Background: an optimization exercise with open tools, aiming at small area and a short achievable clock period. Do not read the settings as production practice.
Where RTL was checked, it was by simulation tests only, not by an equivalence proof against the original.
Power figures rest on the tool's default switching activity, not on a simulated workload.

==> flow/design.v <==
module sync_fifo_32x8 #(
  parameter DEPTH = 32,
  parameter WIDTH = 8
) (
  input clk, rst,
  input wr_en,
  input wire [WIDTH-1:0] din,
  output full,
  input rd_en,
  output reg [WIDTH-1:0] dout,
  output empty
);
  reg [WIDTH-1:0] fifo [0:DEPTH-1];
  reg [4:0] wr_ptr, rd_ptr;
  reg full_r, empty_r;
  function [4:0] succ;
    input [4:0] p;
    succ = {p[3:0], p[4] ^ p[2] ^ (p[3:0] == 4'b0000)};
  endfunction
  wire [4:0] wr_nxt = succ(wr_ptr);
  wire [4:0] rd_nxt = succ(rd_ptr);
  wire almost_full  = (wr_nxt == rd_ptr);    
  wire almost_empty = (rd_nxt == wr_ptr);    
  wire wa = wr_en & ~full_r;
  wire ra = rd_en & ~empty_r;
  always @(posedge clk or posedge rst) begin
    if (rst) begin
      wr_ptr  <= 5'd0;
      rd_ptr  <= 5'd0;
      full_r  <= 1'b0;
      empty_r <= 1'b1;
      dout    <= {WIDTH{1'b0}};
    end else begin
      if (wa) wr_ptr <= wr_nxt;
      if (ra) rd_ptr <= rd_nxt;
      if (ra) dout <= fifo[rd_ptr];
      full_r  <= full_r  ? ~ra : (almost_full  & wa & ~ra);
      empty_r <= empty_r ? ~wa : (almost_empty & ra & ~wa);
    end
  end
  always @(posedge clk) begin
    if (wa) fifo[wr_ptr] <= din;
  end
  assign full  = full_r;
  assign empty = empty_r;
endmodule
Settings: LEC_CHECK=0, CAP_MARGIN=20, CORE_MARGIN=2, CORE_UTILIZATION=40, PLACE_DENSITY=0.6, SETUP_SLACK_MARGIN=0.2, SLEW_MARGIN=20; clock period 3.3 ns.
run.sh (not shown) runs the stock make flow with config.mk's settings and CLKGATE_MAP_FILE= SYNTH_SCRIPT=/design/flow/synth_recipe.tcl, a recipe that flattens the netlist after the stock synthesis.
Next try:
==> flow/design.v (replaced) <==
module sync_fifo_32x8 #(
  parameter DEPTH =32,
  parameter WIDTH = 8
) (
  input clk,rst,
  input wr_en,
  input wire [WIDTH-1:0] din,
  output full,
  input rd_en,
  output reg [WIDTH-1:0] dout,
  output empty
);
  reg [WIDTH-1:0] fifo [0:DEPTH-1];
  reg [$clog2(DEPTH):0] wr_ptr, rd_ptr;
  always @(posedge clk or posedge rst) begin
    if (rst) begin
      wr_ptr <= 0;
      rd_ptr <= 0;
      dout   <= 0;
    end
    else begin
      if (wr_en && !full) begin
        fifo[ wr_ptr[$clog2(DEPTH)-1:0] ] <= din;
        wr_ptr <= wr_ptr + 1;
      end
      if (rd_en && !empty) begin
        dout   <= fifo[ rd_ptr[$clog2(DEPTH)-1:0] ];
        rd_ptr <= rd_ptr + 1;
      end
    end
  end
  assign empty = (wr_ptr == rd_ptr);
  assign full  = ({ ~wr_ptr[$clog2(DEPTH)], wr_ptr[$clog2(DEPTH)-1:0] } == rd_ptr);
endmodule
After rerunning: Die area grows by 2.5%. Clock power grows by 13%. Sequential share of layout area falls by 3.7 points. Design area rises by 6.0%. Flip-flop and latch count is unchanged. Worst setup slack got worse by 0.61 ns. Combinational power rose by 33%. Non-clock buffer count increases by 31. Utilization rose by 1.3 points. Via count went up by 30%.

========
Setup of 08-28:
sync_fifo_32x8, a different RTL version from the one above (not shown whole).
Size: roughly 700 cells after synthesis, ~290 flip-flops, about 11,000 µm² of cells after synthesis.
==> module sync_fifo_32x8, before the edit <==
module sync_fifo_32x8 #(
  parameter DEPTH = 32,
  parameter WIDTH = 8
) (
  input clk, rst,
  input wr_en,
  input wire [WIDTH-1:0] din,
  output full,
  input rd_en,
  output reg [WIDTH-1:0] dout,
  output empty
);
  reg [WIDTH-1:0] fifo [0:DEPTH-1];
  reg [4:0] wr_ptr, rd_ptr;
  reg [7:0] rd_lo;    
  reg [3:0] rd_hi;    
  reg full_r, nempty_r;
  function [4:0] succ;
    input [4:0] p;
    succ = {p[3:0], p[4] ^ p[2] ^ (p[3:0] == 4'b0000)};
  endfunction
  wire [4:0] wr_nxt = succ(wr_ptr);
  wire [4:0] rd_nxt = succ(rd_ptr);
  wire almost_full  = (wr_nxt == rd_ptr);    
  wire almost_empty = (rd_nxt == wr_ptr);    
  wire wa = wr_en & ~full_r;
  wire ra = rd_en & nempty_r;
  reg [WIDTH-1:0] rdata;
  integer i;
  always @* begin
    rdata = {WIDTH{1'b0}};
    for (i = 0; i < DEPTH; i = i + 1)
      rdata = rdata | (fifo[i] & {WIDTH{rd_hi[i >> 3] & rd_lo[i & 7]}});
  end
  always @(posedge clk or posedge rst) begin
    if (rst) begin
      wr_ptr   <= 5'd0;
      rd_ptr   <= 5'd0;
      rd_lo    <= 8'd1;
      rd_hi    <= 4'd1;
      full_r   <= 1'b0;
      nempty_r <= 1'b0;
      dout     <= {WIDTH{1'b0}};
    end else begin
      if (wa) wr_ptr <= wr_nxt;
      if (ra) begin
        rd_ptr <= rd_nxt;
        rd_lo  <= 8'd1 << rd_nxt[2:0];
        rd_hi  <= 4'd1 << rd_nxt[4:3];
        dout   <= rdata;
      end
      full_r   <= full_r ? ~ra : (almost_full & wa & ~ra);
      nempty_r <= nempty_r ? ~(almost_empty & ra & ~wa) : wa;
    end
  end
  always @(posedge clk) begin
    if (wa) fifo[wr_ptr] <= din;
  end
  assign full  = full_r;
  assign empty = ~nempty_r;
endmodule
make LEC_CHECK=0 CAP_MARGIN=20 CORE_MARGIN=2 CORE_UTILIZATION=40 PLACE_DENSITY=0.6 SETUP_SLACK_MARGIN=1.8 SLEW_MARGIN=20 finish   # period 3.3 ns
Edits applied to the flow inputs when going from 08-28 to 06-16:
==> flow/design.v <==
module sync_fifo_32x8 #(
  parameter DEPTH = 32,
  parameter WIDTH = 8
) (
  input clk, rst,
  input wr_en,
  input wire [WIDTH-1:0] din,
  output full,
  input rd_en,
  output reg [WIDTH-1:0] dout,
  output empty
);
  reg [WIDTH-1:0] fifo [0:DEPTH-1];
  reg [4:0] wr_ptr, rd_ptr;
  reg full_r, empty_r;
  function [4:0] succ;
    input [4:0] p;
    succ = {p[3:0], p[4] ^ p[2] ^ (p[3:0] == 4'b0000)};
  endfunction
  wire [4:0] wr_nxt = succ(wr_ptr);
  wire [4:0] rd_nxt = succ(rd_ptr);
  wire almost_full  = (wr_nxt == rd_ptr);    
  wire almost_empty = (rd_nxt == wr_ptr);    
  wire wa = wr_en & ~full_r;
  wire ra = rd_en & ~empty_r;
  always @(posedge clk or posedge rst) begin
    if (rst) begin
      wr_ptr  <= 5'd0;
      rd_ptr  <= 5'd0;
      full_r  <= 1'b0;
      empty_r <= 1'b1;
      dout    <= {WIDTH{1'b0}};
    end else begin
      if (wa) wr_ptr <= wr_nxt;
      if (ra) rd_ptr <= rd_nxt;
      if (ra) dout <= fifo[rd_ptr];
      full_r  <= full_r  ? ~ra : (almost_full  & wa & ~ra);
      empty_r <= empty_r ? ~wa : (almost_empty & ra & ~wa);
    end
  end
  always @(posedge clk) begin
    if (wa) fifo[wr_ptr] <= din;
  end
  assign full  = full_r;
  assign empty = empty_r;
endmodule
Notes after the runs:
06-16 gives less total detailed-routing wirelength than 08-28 did.
[compare] base=08-28 new=06-16: clock group share of total power fell 2.0 points, effective utilization at floorplan roughly the same.
The area of the core on 06-16 is in line with that on 08-28.
Changes observed in 06-16 relative to 08-28: part of the cycle the worst path needs went down by 1.0 points, first-pass GRT wire length now sits lower.
Worst reg-to-reg path cell count ends up lower on 08-28.
Going from 08-28 to 06-16, number of design-rule violations left by the first detailed-router iteration decreased about 50%, total power decreased about 7%.
Worst endpoint required time: 06-16 and 08-28 compared, lower one is 08-28
Going from 08-28 to 06-16, sequential fraction of design power shrinks by 1.0 points.
The count of multi-input gates number comes out higher for 08-28 vs 06-16.
Fraction of the mapped netlist area in simple logic gates: 06-16 < 08-28
Only the layout flow was run in 08-28; the RTL was not checked for function there.

==> static timing again, ports no longer ideal <==
In the flow no input, the clock included, has a driving cell. The finished layouts below were timed again as built, in two steps.
Step 1, drivers: a clkbuf_16 drives clk and a buf_2 each remaining input, both assumed.
Step 2 moves the port delays by t, midway between the first and last clock arrival at a register: inputs arrive t later, outputs are due t later. That takes back most of the time a late clock gives input paths.
Slacks: ideal ports / drivers / drivers and shift; pairs: ideal ports / drivers.
| run | t, ns | setup WS [ns] | worst register clock-pin slew, ns |
|---|---|---|---|
| the first run of note 1 | 0.575 | 0.856 / 0.856 / 0.370 | 0.06 / 0.06 |
| the second run of note 1 | 0.594 | 0.246 / 0.246 / 0.246 | 0.07 / 0.07 |
| 08-28 | 0.593 | 1.315 / 1.315 / 1.171 | 0.07 / 0.07 |
| 06-16 | 0.571 | 1.349 / 1.349 / 1.028 | 0.07 / 0.07 |
After both steps every run listed still meets setup and hold. For the first run of note 1, which loses most, drivers alone change the setup slack by 0.000 ns; drivers and shift together by -0.486 ns.
